What follows belongs to an exercise in optimizing a design on an open flow for small area and a short achievable clock period; a production flow would make more cautious choices. Only simulation tests tie the RTL to the original design; equivalence was not proved. Power and IR drop assume default switching activity.

// cpu
module cpu (
    input wire clk,
    input wire reset,
    output wire [31:0] mem_addr,
    output wire        mem_wr,
    output wire [31:0] mem_wdata,
    input  wire [31:0] mem_rdata
);
Size in the first run: ~4100 cells after synthesis, about 1300 flip-flops, roughly 49000 um2 of cells after synthesis.
==> flow/config.mk <==
export PLATFORM = sky130hd
export DESIGN_NAME = cpu
export DESIGN_NICKNAME = cpu
export VERILOG_FILES = /design/flow/design.v
export SDC_FILE = /design/flow/constraint.sdc
export NUM_CORES = 4
export LEC_CHECK = 0
export CAP_MARGIN = 10
export CORE_MARGIN = 2
export CORE_UTILIZATION = 55
export SLEW_MARGIN = 10
export SYNTH_HIERARCHICAL = 1
==> flow/constraint.sdc <==
create_clock -name core_clock -period 16.0 [get_ports {clk}]
set_input_delay 3.2000 -clock core_clock [delete_from_list [all_inputs] [get_ports {clk}]]
set_output_delay 3.2000 -clock core_clock [all_outputs]
set_load 0.01 [all_outputs]
standard.sh (not shown) runs the stock make flow with config.mk's settings and CLKGATE_MAP_FILE= SYNTH_SCRIPT=/design/flow/synth_recipe.tcl, a recipe that flattens the netlist after the stock synthesis.
==> flow/flow/run.sh <==
#!/bin/bash
# Layout flow: the standard synthesis, then the standard ORFS steps with
#  - small plain buffers on the ports (buf_1 instead of the default delay-cell pick; timing repair sizes the critical ones),
#  - timing repair free to change cell footprints and aiming below the 16 ns clock,
#  - a clock tree of clkbuf_8 leaf buffers driving up to 14 flip-flops, no dummy loads.
set -euo pipefail
cd "$(dirname "$0")/.."
bash standard.sh synth > flow_synth.log 2>&1
bash standard.sh \
  "BUFFER_PORTS_ARGS=-buffer_cell sky130_fd_sc_hd__buf_1" \
  MATCH_CELL_FOOTPRINT=0 \
  SETUP_SLACK_MARGIN=9.3 \
  "CTS_ARGS=-sink_clustering_enable -repair_clock_nets -sink_clustering_size 14 -sink_clustering_max_diameter 70 -buf_list sky130_fd_sc_hd__clkbuf_8 -dont_use_dummy_load" \
  finish > flow_layout.log 2>&1
The baseline ran to the end with no violations.
Then changed:
==> flow/flow/run.sh (replaced) <==
#!/bin/bash
# Layout flow: the standard synthesis, then the standard ORFS steps with
#  - small plain buffers on the ports (buf_1 instead of the default delay-cell pick; timing repair sizes the critical ones),
#  - timing repair free to change cell footprints and aiming below the 16 ns clock,
#  - a clock tree of clkbuf_8 leaf buffers driving up to 16 flip-flops, no dummy loads.
set -euo pipefail
cd "$(dirname "$0")/.."
bash standard.sh synth > flow_synth.log 2>&1
bash standard.sh \
  "BUFFER_PORTS_ARGS=-buffer_cell sky130_fd_sc_hd__buf_1" \
  MATCH_CELL_FOOTPRINT=0 \
  SETUP_SLACK_MARGIN=9.3 \
  "CTS_ARGS=-sink_clustering_enable -repair_clock_nets -sink_clustering_size 16 -sink_clustering_max_diameter 70 -buf_list sky130_fd_sc_hd__clkbuf_8 -dont_use_dummy_load" \
  finish > flow_layout.log 2>&1
Outcome:
- The changed run produced a clean layout
- final cell count is about the same
- setup slack is better by 19 ps
- synthesized cell count does not change
Then changed:
==> flow/flow/run.sh (replaced) <==
#!/bin/bash
# Layout flow: the standard synthesis, then the standard ORFS steps with
#  - small plain buffers on the ports (buf_2 instead of the default delay-cell pick; timing repair sizes the critical ones),
#  - timing repair free to change cell footprints and aiming below the 16 ns clock,
#  - a clock tree of clkbuf_8 leaf buffers driving up to 14 flip-flops, no dummy loads.
set -euo pipefail
cd "$(dirname "$0")/.."
bash standard.sh synth > flow_synth.log 2>&1
bash standard.sh \
  "BUFFER_PORTS_ARGS=-buffer_cell sky130_fd_sc_hd__buf_2" \
  MATCH_CELL_FOOTPRINT=0 \
  SETUP_SLACK_MARGIN=9.3 \
  "CTS_ARGS=-sink_clustering_enable -repair_clock_nets -sink_clustering_size 14 -sink_clustering_max_diameter 70 -buf_list sky130_fd_sc_hd__clkbuf_8 -dont_use_dummy_load" \
  finish > flow_layout.log 2>&1
--- a/flow/config.mk
+++ b/flow/config.mk
@@ -6,7 +6,7 @@
 export NUM_CORES = 4
 export LEC_CHECK = 0
-export CAP_MARGIN = 10
+export CAP_MARGIN = 20
 export CORE_MARGIN = 2
 export CORE_UTILIZATION = 55
-export SLEW_MARGIN = 10
+export SLEW_MARGIN = 20
 export SYNTH_HIERARCHICAL = 1
Outcome:
- non-clock buffer count fell by 4
- die area is unchanged
- via count is about the same
- hold slack improved by 39 ps
- worst setup slack got worse by 5.1 ps
- area after synthesis does not change
- utilization rose by 0.34 points
- sequential power stays flat
- sequential share of layout area fell by 0.29 points
- global-route usage fell by 0.22 points

* * *

== the reference run ==
Another version of the RTL of cpu (not shown whole).
Size in the first run: ~4,000 cells after synthesis, ~1,300 flip-flops, ~0.048 mm^2 of cells after synthesis.
## cpu
module cpu (
    input wire clk,
    input wire reset,
    output wire [31:0] mem_addr,
    output wire        mem_wr,
    output wire [31:0] mem_wdata,
    input  wire [31:0] mem_rdata
);
==> flow/config.mk <==
export PLATFORM = sky130hd
export DESIGN_NAME = cpu
export DESIGN_NICKNAME = cpu
export VERILOG_FILES = /design/flow/design.v
export SDC_FILE = /design/flow/constraint.sdc
export NUM_CORES = 4
export LEC_CHECK = 0
export CAP_MARGIN = 10
export CORE_MARGIN = 2
export CORE_UTILIZATION = 55
export SLEW_MARGIN = 10
export SYNTH_HIERARCHICAL = 1
==> flow/constraint.sdc <==
create_clock -name core_clock -period 16.0 [get_ports {clk}]
set_input_delay 3.2000 -clock core_clock [delete_from_list [all_inputs] [get_ports {clk}]]
set_output_delay 3.2000 -clock core_clock [all_outputs]
set_load 0.01 [all_outputs]
==> flow/flow/run.sh <==
#!/bin/bash
# Layout flow: the standard synthesis, then the standard ORFS steps with
#  - small plain buffers on the ports (buf_1 instead of the default delay-cell pick; timing repair sizes the critical ones),
#  - timing repair free to change cell footprints and aiming below the 16 ns clock,
#  - a clock tree of clkbuf_8 leaf buffers driving up to 16 flip-flops, no dummy loads.
set -euo pipefail
cd "$(dirname "$0")/.."
bash standard.sh synth > flow_synth.log 2>&1
bash standard.sh \
  "BUFFER_PORTS_ARGS=-buffer_cell sky130_fd_sc_hd__buf_1" \
  MATCH_CELL_FOOTPRINT=0 \
  SETUP_SLACK_MARGIN=9.3 \
  "CTS_ARGS=-sink_clustering_enable -repair_clock_nets -sink_clustering_size 16 -sink_clustering_max_diameter 70 -buf_list sky130_fd_sc_hd__clkbuf_8 -dont_use_dummy_load" \
  finish > flow_layout.log 2>&1
The reference run: full flow OK, the timing, DRC and antenna checks passed
#### Input delta (the trial run over the reference run)
-- flow/flow/run.sh --
<<< the reference run, line 4
#  - timing repair free to change cell footprints and aiming below the 16 ns clock,
#  - a clock tree of clkbuf_8 leaf buffers driving up to 16 flip-flops, no dummy loads.
set -euo pipefail
>>> the trial run, line 4
#  - timing repair free to change cell footprints and aiming below the 16 ns clock,
#  - a clock tree of clkbuf_8 leaf buffers driving up to 16 flip-flops, no dummy loads,
#  - mem_rdata[i] placed next to mem_wdata[i] (flow/pins.tcl, before pin placement).
set -euo pipefail
<<< the reference run, line 11
  MATCH_CELL_FOOTPRINT=0 \
  SETUP_SLACK_MARGIN=9.3 \
>>> the trial run, line 12
  MATCH_CELL_FOOTPRINT=0 \
  "PRE_IO_PLACEMENT_TCL=$(pwd)/flow/pins.tcl" \
  SETUP_SLACK_MARGIN=9.3 \
==> flow/flow/pins.tcl (new file) <==
# Place each mem_rdata bit next to the mem_wdata bit that sb and sh pass it
# to (bits 31:8), so that the input-to-output path through the design is short.
set pair_pins {}
for {set i 8} {$i < 32} {incr i} {
  lappend pair_pins "mem_rdata\[$i\]" "mem_wdata\[$i\]"
}
set_io_pin_constraint -group -order -pin_names $pair_pins
--- outcome ---
NOTE number of clock buffers in the layout the reference run->the trial run increased by a few percent. The trial run contains more vias than the reference run. Between the reference run and the trial run, the difference in final worst-path cycle share is negligible. Per the comparison of the trial run with the reference run, number of buffers other than clock buffers in the final layout dropped 6.1%; aggregate routed wire length saw an increase.

[re-timing with driven ports]
The results above use ideal ports. As a check the final layouts listed here were re-extracted and re-timed, cells and wires unchanged.
Step 1: set_driving_cell puts a clkbuf_16 on clk and a buf_2 on each other input, an assumption about the parent block.
Step 2 adds t to the input delays and takes it off the output delays; t is the mean of the earliest and latest rising clock arrival at the registers after step 1. Input paths then give back, and output paths get back, about the clock's delay inside the block.
Three values: ideal, step 1, step 2; two values: the first two.
run	t, ns	slack for setup (ns)	hold WS [ns]	slew at the worst register clock pin (ns)
the first run of note 1	0.845	9.225 / 9.185 / 9.185	0.272 / 0.272 / 0.272	0.10 / 0.10
the second run of note 1	0.803	9.244 / 9.198 / 9.198	0.249 / 0.249 / 0.249	0.12 / 0.12
the third run of note 1	0.831	9.239 / 9.174 / 9.174	0.288 / 0.288 / 0.288	0.10 / 0.10
the reference run	0.823	9.213 / 9.169 / 9.169	0.314 / 0.314 / 0.314	0.11 / 0.11
the trial run	0.846	9.236 / 9.187 / 9.187	0.312 / 0.312 / 0.312	0.11 / 0.11
After both steps every run listed still meets setup and hold. For the third run of note 1, which loses most, drivers alone change the setup slack by -0.065 ns; drivers and shift together by -0.065 ns.
